Context: an optimization exercise on an open-source flow, tuned for a short achievable clock period and few clock cycles. The choices shown serve that exercise and are no tape-out recipe. The RTL was checked by simulation tests, not by an equivalence proof against the original design. Power and IR drop assume default switching activity.

--- design/flow/config.mk ---
export PLATFORM = sky130hd
export DESIGN_NAME = main
export DESIGN_NICKNAME = main
export VERILOG_FILES = /design/flow/design.v
export SDC_FILE = /design/flow/constraint.sdc
export NUM_CORES = 4
export LEC_CHECK = 0
export CAP_MARGIN = 20
export CORE_MARGIN = 2
export CORE_UTILIZATION = 40
export SLEW_MARGIN = 20
--- design/flow/design.v ---
module main(clk, rst, mem_rdata, mem_addr, mem_wdata, mem_we);
	input clk, rst;
	input [15:0] mem_rdata;       
	output [7:0] mem_addr;
	output [7:0] mem_wdata;
	output mem_we;
	wire PCWrite, IRWrite, S, AdrSrc, MemWrite, RegSrc1, ExtenderShift, RegWrite;
	wire [1:0] RegSrc0, ALUSrcA, ALUSrcB, ResultSrc, ImmSrc;
	wire [3:0] ALUControl;
	wire [3:0] FLAGS;
	wire [15:0] Instr;
	wire [2:0] IMM_VAL_7;
	wire [7:0] IMM_VAL_1;
	assign ImmSrc = Instr[15:14];
	assign IMM_VAL_7 = 7;
	assign IMM_VAL_1 = 1;
	assign mem_we = MemWrite;
	controller CTRL(
		.clk(clk),
		.rst(rst),
		.FLAGS(FLAGS),
		.Instr(Instr),
		.PCWrite(PCWrite),
		.IRWrite(IRWrite),
		.S(S),
		.AdrSrc(AdrSrc),
		.MemWrite(MemWrite),
		.RegSrc1(RegSrc1),
		.ExtenderShift(ExtenderShift),
		.RegWrite(RegWrite),
		.RegSrc0(RegSrc0),
		.ALUSrcA(ALUSrcA),
		.ALUSrcB(ALUSrcB),
		.ResultSrc(ResultSrc),
		.ALUControl(ALUControl)
	);
	datapath DUT(
		AdrSrc,
		PCWrite,
		MemWrite,
		IRWrite,
		RegSrc1,
		ExtenderShift,
		RegWrite,
		clk,
		rst,
		S,
		ALUControl,
		ALUSrcA,
		ALUSrcB,
		IMM_VAL_1,
		IMM_VAL_7,
		ImmSrc,
		RegSrc0,
		ResultSrc,
		mem_rdata,
		FLAGS,
		Instr,
		mem_addr,
		mem_wdata
	);
endmodule
module controller(clk, rst, FLAGS, Instr, PCWrite, IRWrite, S, AdrSrc, MemWrite, RegSrc1, ExtenderShift, RegWrite, RegSrc0, ALUSrcA, ALUSrcB, ResultSrc, ALUControl);
	input clk, rst;
	input [3:0] FLAGS;
	input [15:0] Instr;
	reg [4:0] current_state, next_state;
	output reg PCWrite, IRWrite, S, AdrSrc, MemWrite, RegSrc1, ExtenderShift, RegWrite;
	output reg [1:0] RegSrc0, ALUSrcA, ALUSrcB, ResultSrc;
	output reg [3:0] ALUControl;
	wire [1:0] OP, CMD_00, B_type, B_flag;
	wire [2:0] CMD_01;
	wire logic_op;
	assign OP = Instr[15:14];
	assign CMD_00 = Instr[13:12];  
	assign CMD_01 = Instr[13:11];  
	assign B_type = Instr[13:12];
	assign B_flag = Instr[11:10];
	assign logic_op = (CMD_01 == 3'b000 | CMD_01 == 3'b001 | CMD_01 == 3'b010);
	parameter Fetch = 0;
	parameter Decode = 1;
	parameter MemAdr = 2;
	parameter MemRead = 3;
	parameter MemWB = 4;
	parameter MemW = 5;
	parameter ExecuteR = 6;
	parameter ExecuteI = 7;
	parameter ALUWB = 8;
	parameter Branch = 9;
	parameter BL = 10;
	parameter BI_MemAdr = 11;
	parameter BI_MemRead = 12;
	parameter BI_WritePC = 13;
	parameter BranchWithCondition = 14;
	always @(posedge clk)
	begin: STATE_MEMORY
		if (rst)
			current_state <= Fetch;
		else
			current_state <= next_state;
	end
	always @(*)
	begin: REGSRC_LOGIC
		RegSrc0 = 0;
		RegSrc1 = 0;
		ExtenderShift = 0;
		case (OP)
			2'b00: begin  
				if (Instr[11] == 1) begin
					RegSrc0 = 2;  
					ExtenderShift = 1;
				end
			end
			2'b01: begin  
				if (!logic_op) begin  
					RegSrc0 = 2;  
					ExtenderShift = 1;
				end
			end
			2'b10: begin  
				RegSrc1 = 1;  
			end
			2'b11: begin  
				RegSrc1 = 1;  
			end
		endcase
	end
	always @(*)
	begin: WRITE_CONTROLLER
		IRWrite = 0;
		PCWrite = 0;
		MemWrite = 0;
		RegWrite = 0;
		S = 0;
		case (current_state)
			Fetch: begin
				IRWrite = 1;
				PCWrite = 1;
			end
			Decode: begin
				PCWrite = 1;
				if (OP == 2'b11 && B_type == 2'b01)  
					RegWrite = 1;
			end
			ExecuteR: S = 1;
			ExecuteI: S = 1;
			ALUWB: RegWrite = 1;
			MemW: MemWrite = 1;
			MemWB: RegWrite = 1;
			Branch: PCWrite = 1;
			BL: PCWrite = 1;
			BI_WritePC: PCWrite = 1;
			BranchWithCondition: begin
				case (B_flag)
					2'b00: PCWrite = (FLAGS[2] == 1);  
					2'b01: PCWrite = (FLAGS[2] == 0);  
					2'b10: PCWrite = (FLAGS[1] == 1);  
					2'b11: PCWrite = (FLAGS[1] == 0);  
				endcase
			end
			default: ;
		endcase
	end
	always @(*)
	begin: OUTPUT_LOGIC
		AdrSrc = 0;
		ALUSrcA = 2'b01;
		ALUSrcB = 2'b10;
		ALUControl = 4'b0000;
		ResultSrc = 2'b10;
		case (current_state)
			Fetch: ;  
			Decode: ;  
			ExecuteR: begin 
				ALUSrcA = 0;  
				ALUSrcB = 2'b00;  
				if (OP == 2'b00) begin  
					if (CMD_00 == 2'b01)
						ALUControl = 4'b0001;  
					if (CMD_00 == 2'b10)
						ALUControl = 4'b0001;  
				end
				if (OP == 2'b01) begin  
					if (CMD_01 == 3'b000)  
						ALUControl = 4'b0100;
					if (CMD_01 == 3'b001)  
						ALUControl = 4'b0101;
					if (CMD_01 == 3'b010)  
						ALUControl = 4'b0110;
				end
			end
			ExecuteI: begin
				ALUSrcB = 2'b01;  
				ALUSrcA = 0;  
				if (OP == 2'b00) begin 
					if (CMD_00 == 2'b11)  
						ALUSrcA = 2'b10;  
					if (CMD_00 == 2'b01)
						ALUControl = 4'b0001;  
					if (CMD_00 == 2'b10)
						ALUControl = 4'b0001;  
				end
				if (OP == 2'b01) begin  
					if (CMD_01 == 3'b011)  
						ALUControl = 4'b1000;
					if (CMD_01 == 3'b100)  
						ALUControl = 4'b1001;
					if (CMD_01 == 3'b101)  
						ALUControl = 4'b1010;
					if (CMD_01 == 3'b110)  
						ALUControl = 4'b1011;
					if (CMD_01 == 3'b111)  
						ALUControl = 4'b1100;
				end
			end	
			ALUWB: ResultSrc = 2'b00;
			MemAdr: begin
				if (Instr[12] == 0)  
					ALUSrcA = 2'b00;	 
				else  
					ALUSrcA = 2'b10;	 
				ALUSrcB = 2'b01;
			end
			MemRead: begin
				ResultSrc = 2'b00;
				AdrSrc = 1;
			end
			MemW: begin
				ResultSrc = 2'b00;
				AdrSrc = 1;
			end
			MemWB: ResultSrc = 2'b01;
			Branch, BL, BI_MemAdr, BranchWithCondition: begin
				ALUSrcA = 2'b10;  
				ALUSrcB = 2'b01;  
			end
			BI_MemRead: begin
				ResultSrc = 2'b00;
				AdrSrc = 1;
			end
			BI_WritePC: ResultSrc = 2'b01;
			default: ;
		endcase
	end
	always @(*)
	begin: NEXT_STATE_LOGIC
		next_state = Fetch;
		case (current_state)
			Fetch: next_state = Decode;
			Decode: begin
				case (OP)
					2'b00: next_state = Instr[11] ? ExecuteI : ExecuteR;  
					2'b01: next_state = logic_op ? ExecuteR : ExecuteI;   
					2'b10: next_state = MemAdr;                           
					2'b11: begin  
						case (B_type)
							2'b00: next_state = Branch;
							2'b01: next_state = BL;
							2'b10: next_state = BI_MemAdr;
							2'b11: next_state = BranchWithCondition;
						endcase
					end
				endcase
			end
			ExecuteR, ExecuteI: begin
				if (OP == 2'b00 && CMD_00 == 2'b10)  
					next_state = Fetch;
				else
					next_state = ALUWB;
			end
			MemAdr: next_state = Instr[13] ? MemRead : MemW;
			MemRead: next_state = MemWB;
			BI_MemAdr: next_state = BI_MemRead;
			BI_MemRead: next_state = BI_WritePC;
			default: next_state = Fetch;
		endcase
	end
endmodule
module datapath(
	AdrSrc,
	PcWrite,
	MemWrite,
	IRWrite,
	RegSrc1,
	ExtenderShift,
	RegWrite,
	clk,
	rst,
	S,
	ALUControl,
	ALUSrcA,
	ALUSrcB,
	IMM_VAL_1,
	IMM_VAL_7,
	ImmSrc,
	RegSrc0,
	ResultSrc,
	M,
	FLAGS,
	Instr,
	MemAddr,
	WrittenData
);
input wire	AdrSrc;
input wire	PcWrite;
input wire	MemWrite;
input wire	IRWrite;
input wire	RegSrc1;
input wire	ExtenderShift;
input wire	RegWrite;
input wire	clk;
input wire	rst;
input wire	S;
input wire	[3:0] ALUControl;
input wire	[1:0] ALUSrcA;
input wire	[1:0] ALUSrcB;
input wire	[7:0] IMM_VAL_1;
input wire	[2:0] IMM_VAL_7;
input wire	[1:0] ImmSrc;
input wire	[1:0] RegSrc0;
input wire	[1:0] ResultSrc;
input wire	[15:0] M;
output wire	[3:0] FLAGS;
output wire	[15:0] Instr;
output wire	[7:0] MemAddr;
output wire	[7:0] WrittenData;
wire	[3:0] F;
wire	[3:3] FL;
wire	[15:0] Instr_ALTERA_SYNTHESIZED;
wire	[7:0] SYNTHESIZED_WIRE_0;
wire	[7:0] SYNTHESIZED_WIRE_1;
wire	[7:0] SYNTHESIZED_WIRE_27;
wire	[7:0] SYNTHESIZED_WIRE_3;
wire	[7:0] SYNTHESIZED_WIRE_4;
wire	[7:0] SYNTHESIZED_WIRE_28;
wire	[7:0] SYNTHESIZED_WIRE_29;
wire	[2:0] SYNTHESIZED_WIRE_8;
wire	[2:0] SYNTHESIZED_WIRE_9;
wire	[7:0] SYNTHESIZED_WIRE_12;
wire	[7:0] SYNTHESIZED_WIRE_30;
wire	[7:0] SYNTHESIZED_WIRE_31;
wire	[7:0] SYNTHESIZED_WIRE_16;
wire	[7:0] SYNTHESIZED_WIRE_32;
wire	[7:0] SYNTHESIZED_WIRE_18;
wire	[7:0] SYNTHESIZED_WIRE_22;
wire	[0:7] SYNTHESIZED_WIRE_24;
wire	[0:7] SYNTHESIZED_WIRE_25;
wire	[0:2] SYNTHESIZED_WIRE_26;
assign	WrittenData = SYNTHESIZED_WIRE_32;
assign	SYNTHESIZED_WIRE_24 = 0;
assign	SYNTHESIZED_WIRE_25 = 0;
assign	SYNTHESIZED_WIRE_26 = 0;
alu_with_shifter #(.W(8))	b2v_inst(
	.A(SYNTHESIZED_WIRE_0),
	.B(SYNTHESIZED_WIRE_1),
	.control(ALUControl),
	.N(F[3]),
	.Z(F[2]),
	.CO(F[1]),
	.OVF(F[0]),
	.out(SYNTHESIZED_WIRE_28));
mux_2x1 #(.W(3))	b2v_inst10(
	.sel(RegSrc1),
	.in0(Instr_ALTERA_SYNTHESIZED[2:0]),
	.in1(Instr_ALTERA_SYNTHESIZED[10:8]),
	.out(SYNTHESIZED_WIRE_9));
reg_w_rst_en #(.W(8))	b2v_inst12(
	.clk(clk),
	.rst(rst),
	.en(PcWrite),
	.inp(SYNTHESIZED_WIRE_27),
	.out(SYNTHESIZED_WIRE_29));
reg_w_rst_en #(.W(4))	b2v_inst13(
	.clk(clk),
	.rst(rst),
	.en(S),
	.inp(F),
	.out(FLAGS));
reg_w_res #(.W(8))	b2v_inst14(
	.clk(clk),
	.rst(rst),
	.inp(SYNTHESIZED_WIRE_3),
	.out(SYNTHESIZED_WIRE_22));
reg_w_res #(.W(8))	b2v_inst15(
	.clk(clk),
	.rst(rst),
	.inp(SYNTHESIZED_WIRE_4),
	.out(SYNTHESIZED_WIRE_32));
reg_w_res #(.W(8))	b2v_inst16(
	.clk(clk),
	.rst(rst),
	.inp(SYNTHESIZED_WIRE_28),
	.out(SYNTHESIZED_WIRE_12));
reg_w_res #(.W(8))	b2v_inst18(
	.clk(clk),
	.rst(rst),
	.inp(M[7:0]),
	.out(SYNTHESIZED_WIRE_30));
mux_2x1 #(.W(8))	b2v_inst19(
	.sel(AdrSrc),
	.in0(SYNTHESIZED_WIRE_29),
	.in1(SYNTHESIZED_WIRE_27),
	.out(SYNTHESIZED_WIRE_16));
reg_file_8	b2v_inst2(
	.clk(clk),
	.rst(rst),
	.WE3(RegWrite),
	.A1(SYNTHESIZED_WIRE_8),
	.A2(SYNTHESIZED_WIRE_9),
	.A3(Instr_ALTERA_SYNTHESIZED[10:8]),
	.R7_in(SYNTHESIZED_WIRE_27),
	.WD3(SYNTHESIZED_WIRE_27),
	.RD1(SYNTHESIZED_WIRE_3),
	.RD2(SYNTHESIZED_WIRE_4));
reg_w_rst_en #(.W(16))	b2v_inst20(
	.clk(clk),
	.rst(rst),
	.en(IRWrite),
	.inp(M),
	.out(Instr_ALTERA_SYNTHESIZED));
mux_4x1 #(.W(8))	b2v_inst22(
	.in0(SYNTHESIZED_WIRE_12),
	.in1(SYNTHESIZED_WIRE_30),
	.in2(SYNTHESIZED_WIRE_28),
	.in3(SYNTHESIZED_WIRE_31),
	.sel(ResultSrc),
	.out(SYNTHESIZED_WIRE_27));
assign	MemAddr = SYNTHESIZED_WIRE_16;
extend	b2v_inst4(
	.ImmSrc(ImmSrc),
	.inp(Instr_ALTERA_SYNTHESIZED[11:0]),
	.out(SYNTHESIZED_WIRE_18));
left_shifter	b2v_inst5(
	.en(ExtenderShift),
	.inp(SYNTHESIZED_WIRE_18),
	.rot(Instr_ALTERA_SYNTHESIZED[7:5]),
	.out(SYNTHESIZED_WIRE_31));
mux_4x1 #(.W(8))	b2v_inst7(
	.in0(SYNTHESIZED_WIRE_32),
	.in1(SYNTHESIZED_WIRE_31),
	.in2(IMM_VAL_1),
	.in3(SYNTHESIZED_WIRE_30),
	.sel(ALUSrcB),
	.out(SYNTHESIZED_WIRE_1));
mux_4x1 #(.W(8))	b2v_inst8(
	.in0(SYNTHESIZED_WIRE_22),
	.in1(SYNTHESIZED_WIRE_29),
	.in2(SYNTHESIZED_WIRE_24),
	.in3(SYNTHESIZED_WIRE_25),
	.sel(ALUSrcA),
	.out(SYNTHESIZED_WIRE_0));
mux_4x1 #(.W(3))	b2v_inst9(
	.in0(Instr_ALTERA_SYNTHESIZED[7:5]),
	.in1(IMM_VAL_7),
	.in2(Instr_ALTERA_SYNTHESIZED[10:8]),
	.in3(SYNTHESIZED_WIRE_26),
	.sel(RegSrc0),
	.out(SYNTHESIZED_WIRE_8));
assign	Instr = Instr_ALTERA_SYNTHESIZED;
endmodule
module dec_3x8(inp, out);
	input [2:0] inp;
	output [7:0] out;
	assign out[7] = (inp[2]) & (inp[1]) & (inp[0]);
	assign out[6] = (inp[2]) & (inp[1]) & (~inp[0]);
	assign out[5] = (inp[2]) & (~inp[1]) & (inp[0]);
	assign out[4] = (inp[2]) & (~inp[1]) & (~inp[0]);
	assign out[3] = (~inp[2]) & (inp[1]) & (inp[0]);
	assign out[2] = (~inp[2]) & (inp[1]) & (~inp[0]);
	assign out[1] = (~inp[2]) & (~inp[1]) & (inp[0]);
	assign out[0] = (~inp[2]) & (~inp[1]) & (~inp[0]);
endmodule
module mux_2x1 #(parameter W=8)(in0, in1, sel, out);
	input [W-1:0] in0, in1;
	input sel;
	output reg [W-1:0] out;
	always @(in0, in1, sel)
		case(sel)
			1'b0: out = in0;
			1'b1: out = in1;
		endcase
endmodule
module mux_4x1 #(parameter W=8)(in0, in1, in2, in3, sel, out);
	input [W-1:0] in0, in1, in2, in3;
	input [1:0] sel;
	output reg [W-1:0] out;
	always @(in0, in1, in2, in3, sel)
		case(sel)
			2'b00: out = in0;
			2'b01: out = in1;
			2'b10: out = in2;
			2'b11: out = in3;
		endcase
endmodule
module mux_8x1 #(parameter W=8)(in0, in1, in2, in3, in4, in5, in6, in7, sel, out);
	input [W-1:0] in0, in1, in2, in3, in4, in5, in6, in7;
	input [2:0] sel;
	wire [W-1:0] middle_out0, middle_out1;
	output [W-1:0] out;
	mux_4x1 #(W) mux1 (in0, in1, in2, in3, sel[1:0], middle_out0);
	mux_4x1 #(W) mux2 (in4, in5, in6, in7, sel[1:0], middle_out1);
	mux_2x1 #(W) mux3 (middle_out0, middle_out1, sel[2], out);
endmodule
module reg_w_res #(parameter W=8) (clk, rst, inp, out);
	input clk, rst;
	input [W-1:0] inp;
	output reg [W-1:0] out;
	always @(posedge clk)
	begin
		if (rst) begin
			out <= 0;
		end else begin
			out <= inp;
		end
	end
endmodule
module reg_w_rst_en #(parameter W=8) (clk, rst, en, inp, out);
	input clk, rst, en;
	input [W-1:0] inp;
	output reg [W-1:0] out;
	always @(posedge clk)
	begin
		if (rst) begin
			out <= 0;
		end else if (en) begin
			out <= inp;
		end
	end
endmodule
module bit_8_reg_w_rst_en #(parameter D=0) (clk, rst, en, inp, out);
	input clk, rst, en;
	input [7:0] inp;
	output reg [7:0] out;
	always @(posedge clk)
	begin
		if (rst) begin
			out <= D;
		end else if (en) begin
			out <= inp;
		end
	end
endmodule
module reg_file_8(clk, rst, A1, A2, A3, WD3, R7_in, RD1, RD2, WE3);
	input clk, rst, WE3;
	input[2:0] A1, A2, A3;
	input[7:0] WD3, R7_in;
	output [7:0] RD1, RD2;
	wire [7:0] R_OUT[7:0];
	wire [7:0] DEC_WR_OUT, WRITE_SELECT;
	dec_3x8 dec_write_en(.inp(A3), .out(DEC_WR_OUT));
	assign WRITE_SELECT[0] = DEC_WR_OUT[0] & WE3;
	assign WRITE_SELECT[1] = DEC_WR_OUT[1] & WE3;
	assign WRITE_SELECT[2] = DEC_WR_OUT[2] & WE3;
	assign WRITE_SELECT[3] = DEC_WR_OUT[3] & WE3;
	assign WRITE_SELECT[4] = DEC_WR_OUT[4] & WE3;
	assign WRITE_SELECT[5] = DEC_WR_OUT[5] & WE3;
	assign WRITE_SELECT[6] = DEC_WR_OUT[6] & WE3;
	assign WRITE_SELECT[7] = DEC_WR_OUT[7] & WE3;
	bit_8_reg_w_rst_en #(0) R0(.clk(clk), .rst(rst), .en(WRITE_SELECT[0]), .inp(WD3), .out(R_OUT[0]));
	bit_8_reg_w_rst_en #(1) R1(.clk(clk), .rst(rst), .en(WRITE_SELECT[1]), .inp(WD3), .out(R_OUT[1]));
	bit_8_reg_w_rst_en #(2) R2(.clk(clk), .rst(rst), .en(WRITE_SELECT[2]), .inp(WD3), .out(R_OUT[2]));
	bit_8_reg_w_rst_en #(3) R3(.clk(clk), .rst(rst), .en(WRITE_SELECT[3]), .inp(WD3), .out(R_OUT[3]));
	bit_8_reg_w_rst_en #(4) R4(.clk(clk), .rst(rst), .en(WRITE_SELECT[4]), .inp(WD3), .out(R_OUT[4]));
	bit_8_reg_w_rst_en #(5) R5(.clk(clk), .rst(rst), .en(WRITE_SELECT[5]), .inp(WD3), .out(R_OUT[5]));
	bit_8_reg_w_rst_en #(6) R6(.clk(clk), .rst(rst), .en(WRITE_SELECT[6]), .inp(WD3), .out(R_OUT[6]));
	bit_8_reg_w_rst_en #(0) R7(.clk(clk), .rst(rst), .en(WRITE_SELECT[7]), .inp(R7_in), .out(R_OUT[7]));
	mux_8x1 #(8) mux_A1(R_OUT[0], R_OUT[1], R_OUT[2], R_OUT[3],
								 R_OUT[4], R_OUT[5], R_OUT[6], R_OUT[7],
								 A1, RD1);
	mux_8x1 #(8) mux_A2(R_OUT[0], R_OUT[1], R_OUT[2], R_OUT[3],
								 R_OUT[4], R_OUT[5], R_OUT[6], R_OUT[7],
								 A2, RD2);
endmodule
module extend(inp, out, ImmSrc);
	input [11:0] inp;
	input [1:0] ImmSrc;
	output reg [7:0] out;
	always @(inp, ImmSrc)
	begin
		case (ImmSrc)
			2'b10: out = {2'b0, inp[11], inp[4:0]};  
			2'b11: out = {2'b0, inp[5:0]};           
			default: out = {3'b0, inp[4:0]};         
		endcase
	end
endmodule
module left_shifter(inp, rot, en, out);
	input [7:0] inp;
	input [2:0] rot;
	input en;
	output reg [7:0] out;
	always @(*)
	begin
	if (en)
	begin
		out = inp << rot;
	end
	else
		out = inp;
	end
endmodule
module alu_with_shifter #(parameter W=8)(A, B, out, control, N, Z, CO, OVF);
	input [W-1:0] A, B;
	input [3:0] control;
	output reg N,Z,CO,OVF;
	output reg [W-1:0] out;
	reg [2*W-1:0] A_A;
	always @(*)
	begin
		CO = 0;
		OVF = 0;
		out = 0;
		A_A = 0;
		case(control)
		4'b0000:	begin  
					{CO, out} = A + B;
					OVF = (A[W-1] ~^ B[W-1]) & (A[W-1] ^ out[W-1]);
					end
		4'b0001:	begin  
					{CO, out} = A - B;
					OVF = (A[W-1] ^ out[W-1]) & (A[W-1] ^ B[W-1]);
					end
		4'b0010:	begin  
					{CO, out} = B - A;
					OVF = (B[W-1] ^ out[W-1]) & (A[W-1] ^ B[W-1]);
					end
		4'b0011:	out = A & (~B);
		4'b0100:	out = A & B;   
		4'b0101:	out = A | B;   
		4'b0110:	out = A ^ B;   
		4'b0111:	out = A ~^ B;
		4'b1000: begin  
					A_A = {A,A};
					A_A = A_A << B;
					out = A_A[2*W-1:W];
					end
		4'b1001: begin  
					A_A = {A,A};
					A_A = A_A >> B;
					out = A_A[W-1:0];
					end
		4'b1010: out = A << B;    
		4'b1011: out = A >> B;    
		4'b1100: out = A >>> B;   
		default: out = 0;
		endcase
		N = out[W-1];
		Z = (out == 0);
	end
endmodule
--- design/flow/run.sh ---
#!/bin/bash
# synth_recipe.tcl (not shown) runs the flow's synth.tcl, then flattens the netlist and writes it again
# the make line also repeats each setting of config.mk as NAME=value (left out here)
make -C /OpenROAD-flow-scripts/flow DESIGN_CONFIG=/design/flow/config.mk WORK_HOME=/design/flow/orfs CLKGATE_MAP_FILE= SYNTH_SCRIPT=/design/flow/synth_recipe.tcl finish
--- design/flow/constraint.sdc ---
create_clock -name core_clock -period 5.5 [get_ports {clk}]
set_input_delay 1.1000 -clock core_clock [delete_from_list [all_inputs] [get_ports {clk}]]
set_output_delay 1.1000 -clock core_clock [all_outputs]
set_load 0.01 [all_outputs]
==> summary.md <==
| Metric | Value |
|---|---|
| Total GRT Usage | 0.295 |
| DRT iter0 DRCs | 1038 |
| Endpoints failing setup | 0 |
| #FFs+latches synth | 126 |
| H-tree levels | 4 |
| Most frequent cells in the layout | 193 x nand2_1, 173 x buf_4, 117 x dfxtp_1, 102 x nor2_1, 94 x a21oi_1 |
| Asr flop ratio synth | 0 |
| Worst reg2reg startpoint | DUT.b2v_inst20.out[12]$_SDFFE_PP0P_ |
| Post-synthesis cell count | 1240 |
| # fillers | 2188 |
| Top reg by flops | DUT.b2v_inst20.out |
| Sequential-to-total area share from yosys stat | 0.279 |
| Synthesized net count | 1296 |
| WP data required | 4.40 ns |
| Distinct cells, synth | 85 |
| CORE AREA | 22400 um^2 |
| Diodes inserted | 0 |
| Die area | 23800 um^2 |
| Power Total | 4.78 mW |
| Routed Antenna Nets | 0 |
| Setup crit start | DUT.b2v_inst20.out[15]$_SDFFE_PP0P_ |
| Max Fanout on Critical Path | 4 |
| Total CTS buffers | 17 |
| TritonCTS clock tree | done |
| Worst R2R End | DUT.b2v_inst2.R3.out[3]$_SDFFE_PP0P_ |
| WHS | 0.464 ns |
| Largest net degree at the start of global routing | 53 |
| Worst Setup End Kind | output pin |
| Fin area | 11600 um^2 |
| Critical Path Start Type | flip-flop |
| Clk sink count | 126 |
| Layout area overhead | 27.8% |
| Cell Area, Placed | 10600 um^2 |
| EDFF count, synth | 0 |
| Hold Vio Cnt, Final | 0 |
| Minimum clock period | 5.44 ns |
| Arrival @ worst endpoint | 4.34 ns |
| Pwr dens | 413 nW/um^2 |
| Final period util | 0.988 |
| Hold Crit Class | flip-flop to flip-flop |
| Fmax | 184 MHz |
| Dominant synthesized flop cell | dfxtp_1 |
| First-pass GRT wire length | 55100 um |
| Setup tns final | 0 ns |
| Share of cells above drive strength 1 | 0.209 |
| Die width | 154 um |
| Status | no timing/DRC/antenna violations |
| Vias/cell | 6.06 |
| Core Util, Final | 0.515 |
| Dpl hpwl | 26500 um |
| Rel. slew slack | 0.261 |
| Row count | 55 |
| DR WL/cell | 21.4 um |
| CTS clk-pin slew, worst paths | 0.06 ns |
| Routability Congestion | 1.00 |
| RSZ-0062 raised after global routing | yes |
| Port bufs | 34 |
| Die Y | 154 um |
| Synthesized area | 9040 um^2 |
| Total number of vias | 10200 |
| Lkg Pwr | 4.46 nW |
| Max-cap viol count | 0 |
| Max reg flops | 16 |
| Final Skew | 0.00785 ns |
| Average cell area after synthesis | 7.29 um^2 |
| Number of remaining DRC errors | 0 |
| Warnings, synthesis | 20 |
| Fin. max-slew vios | 0 |
| CP Capture Point | mem_addr[5] |
| Slew @ Worst Pin | 1.11 ns |
| Aggregate routed wire length | 35900 um |
| R2R depth | 32 |
| Critical path class | flip-flop to output pin |
| Starting density of the core | 0.403 |
| Top Ports | 35 |
| Worst skew pair latency | 0.42 ns |
| Drt pass-1 iters | 7 |
| Final nets | 1435 |
| Peak supply drop | 206 uV |
| Most common cell after layout, fill and taps aside | nand2_1 |
| Initial antenna violation count | 0 |
| Clock buffer depth | 2 |
| Flop2flop setup slack | 0.22 ns |
| Vias in the first global route | 9578 |
| Root Buffer | clkbuf_16 |
| Aggregate global routing overflow | 0 |
worst min-delay path by stage:
stage	start	endpoint	slack (ns)	depth (start not counted)
after floorplan	DUT.b2v_inst13.out[2]$_SDFFE_PP0P_	DUT.b2v_inst13.out[2]$_SDFFE_PP0P_	0.44	2
after global placement	DUT.b2v_inst13.out[1]$_SDFFE_PP0P_	DUT.b2v_inst13.out[1]$_SDFFE_PP0P_	0.47	2
after detailed placement	DUT.b2v_inst20.out[12]$_SDFFE_PP0P_	DUT.b2v_inst20.out[12]$_SDFFE_PP0P_	0.47	2
after CTS	DUT.b2v_inst20.out[12]$_SDFFE_PP0P_	DUT.b2v_inst20.out[12]$_SDFFE_PP0P_	0.48	2
after global routing	DUT.b2v_inst20.out[12]$_SDFFE_PP0P_	DUT.b2v_inst20.out[12]$_SDFFE_PP0P_	0.48	2
final	DUT.b2v_inst20.out[12]$_SDFFE_PP0P_	DUT.b2v_inst20.out[12]$_SDFFE_PP0P_	0.46	2
cell families after synthesis:
logic type                 after synthesis  synth area share
adders and majority gates               38            0.0551
xor gates and xnor gates                 5           0.00484
and+or+nand+nor                        480             0.247
AOI/OAI and AO/OA                      425             0.318
muxes                                   34            0.0394
buffers and inverters                  132            0.0577
DFF                                    126             0.279
timing repair:
| action | in CTS | in global routing |
|---|---|---|
| setup buffers | 15 | 9 |
| resized for setup | 31 | 46 |
| setup endpoints to repair | 4 | 14 |
| pin swaps | 7 | 19 |
| hold buffers | 0 | 0 |
per-stage QoR:
| step | instances | setup slack, ns |
|---|---|---|
| after floorplan | 1240 | 0.0504 |
| after global placement | 1621 | -0.0103 |
| after detailed placement | 1622 | -0.125 |
| after CTS | 1669 | -0.0208 |
| after global routing | 1677 | -0.0892 |
| final | 1677 | 0.0637 |
layer usage:
metal / GRT usage / share of wire / vias up
met5: 0 / 0 / -
met4: 0.163 / 0.058 / 0
met3: 0.0535 / 0.064 / 109
met2: 0.488 / 0.47 / 453
met1: 0.363 / 0.41 / 4756
li1: - / - / 4844
report_power, final:
part	total (mW)	leakage, nW	switching [mW]	internal [mW]
combinational	2.54	3.17	1.46	1.08
sequential	1.16	1.03	0.132	1.03
clock	1.08	0.262	0.442	0.639
total	4.78	4.46	2.03	2.75
layout make-up:
type / count / area [um^2] / area share
Clock buffer: 18 / 439 / 0.0380
Timing Repair Buffer: 212 / 1680 / 0.145
Multi-Input combinational cell: 982 / 6260 / 0.542
Tap cell: 285 / 357 / 0.0308
Sequential cell: 126 / 2540 / 0.220
Inverter: 40 / 150 / 0.0130
Clock inverter: 14 / 133 / 0.0115
synth_stat cells (4+ instances only):
library cell | instances | area share
nand2_1 | 193 | 0.080
dfxtp_1 | 126 | 0.28
nor2_1 | 107 | 0.044
a21oi_1 | 97 | 0.054
o21ai_0 | 81 | 0.045
clkbuf_1 | 72 | 0.030
a211oi_1 | 53 | 0.044
nand3_1 | 44 | 0.024
inv_1 | 36 | 0.015
ha_1 | 35 | 0.048
o211ai_1 | 31 | 0.026
nor3_1 | 29 | 0.016
mux2i_1 | 24 | 0.027
a31oi_1 | 22 | 0.015
nor2b_1 | 21 | 0.015
nand2b_1 | 18 | 0.012
a311oi_1 | 15 | 0.015
and3_1 | 15 | 0.010
buf_2 | 14 | 0.0077
a32o_1 | 11 | 0.012
a21o_1 | 10 | 0.0083
a221oi_1 | 10 | 0.0097
o21a_1 | 10 | 0.0083
o22ai_1 | 10 | 0.0069
mux2_2 | 9 | 0.011
a32oi_1 | 6 | 0.0058
and2_1 | 6 | 0.0042
nand4_1 | 6 | 0.0042
nor4_1 | 6 | 0.0042
o21ai_1 | 6 | 0.0033
a22oi_1 | 5 | 0.0042
o31ai_1 | 5 | 0.0042
or2_2 | 5 | 0.0035
or3_1 | 5 | 0.0035
a2111oi_0 | 4 | 0.0039
a211o_1 | 4 | 0.0039
buf_1 | 4 | 0.0017
nand3b_1 | 4 | 0.0033
o21bai_1 | 4 | 0.0033
o22a_1 | 4 | 0.0039
or4_1 | 4 | 0.0033
xnor2_1 | 4 | 0.0039
critical path, stage by stage (launching register included):
cell and delay, ns:
dfxtp_2 0.34, and3b_2 0.23, a21o_1 0.19, mux2_4 0.33, a21oi_4 0.16, ha_1 0.27, nand2b_4 0.16, a221oi_2 0.25
o21ai_1 0.14, and4_1 0.24, o31ai_4 0.26, o311ai_4 0.18, a311oi_2 0.28, o211ai_1 0.20, nor2b_4 0.19, a221oi_4 0.20
mux2i_1 0.10, buf_2 0.19
Testbench counts, summed over its fixed seeds: cycles 248,895.

what the ideal ports hide:
The results above use ideal ports. As a check the final layout listed here was re-extracted and re-timed, cells and wires unchanged.
Step 1 (the two cells are an assumption about what drives the block):
set clk [get_ports {clk}]
set_driving_cell -lib_cell sky130_fd_sc_hd__clkbuf_16 $clk
set_driving_cell -lib_cell sky130_fd_sc_hd__buf_2 [delete_from_list [all_inputs] $clk]
Step 2 adds t to the input delays and takes it off the output delays; t is the mean of the earliest and latest rising clock arrival at the registers after step 1. Input paths then give back, and output paths get back, about the clock's delay inside the block.
a / b / c = no drivers / after step 1 / after step 2; a / b = the first two.
shift t [ns]: 0.459
setup WS [ns]: 0.064 / 0.024 / 0.223
hold slack, ns: 0.464 / 0.464 / 0.464
slew at the worst register clock pin (ns): 0.06 / 0.06
pins driven straight from the clock port: 1
After both steps this run still meets setup and hold. The setup slack of this run moves by -0.040 ns with the drivers and by +0.159 ns with both steps.
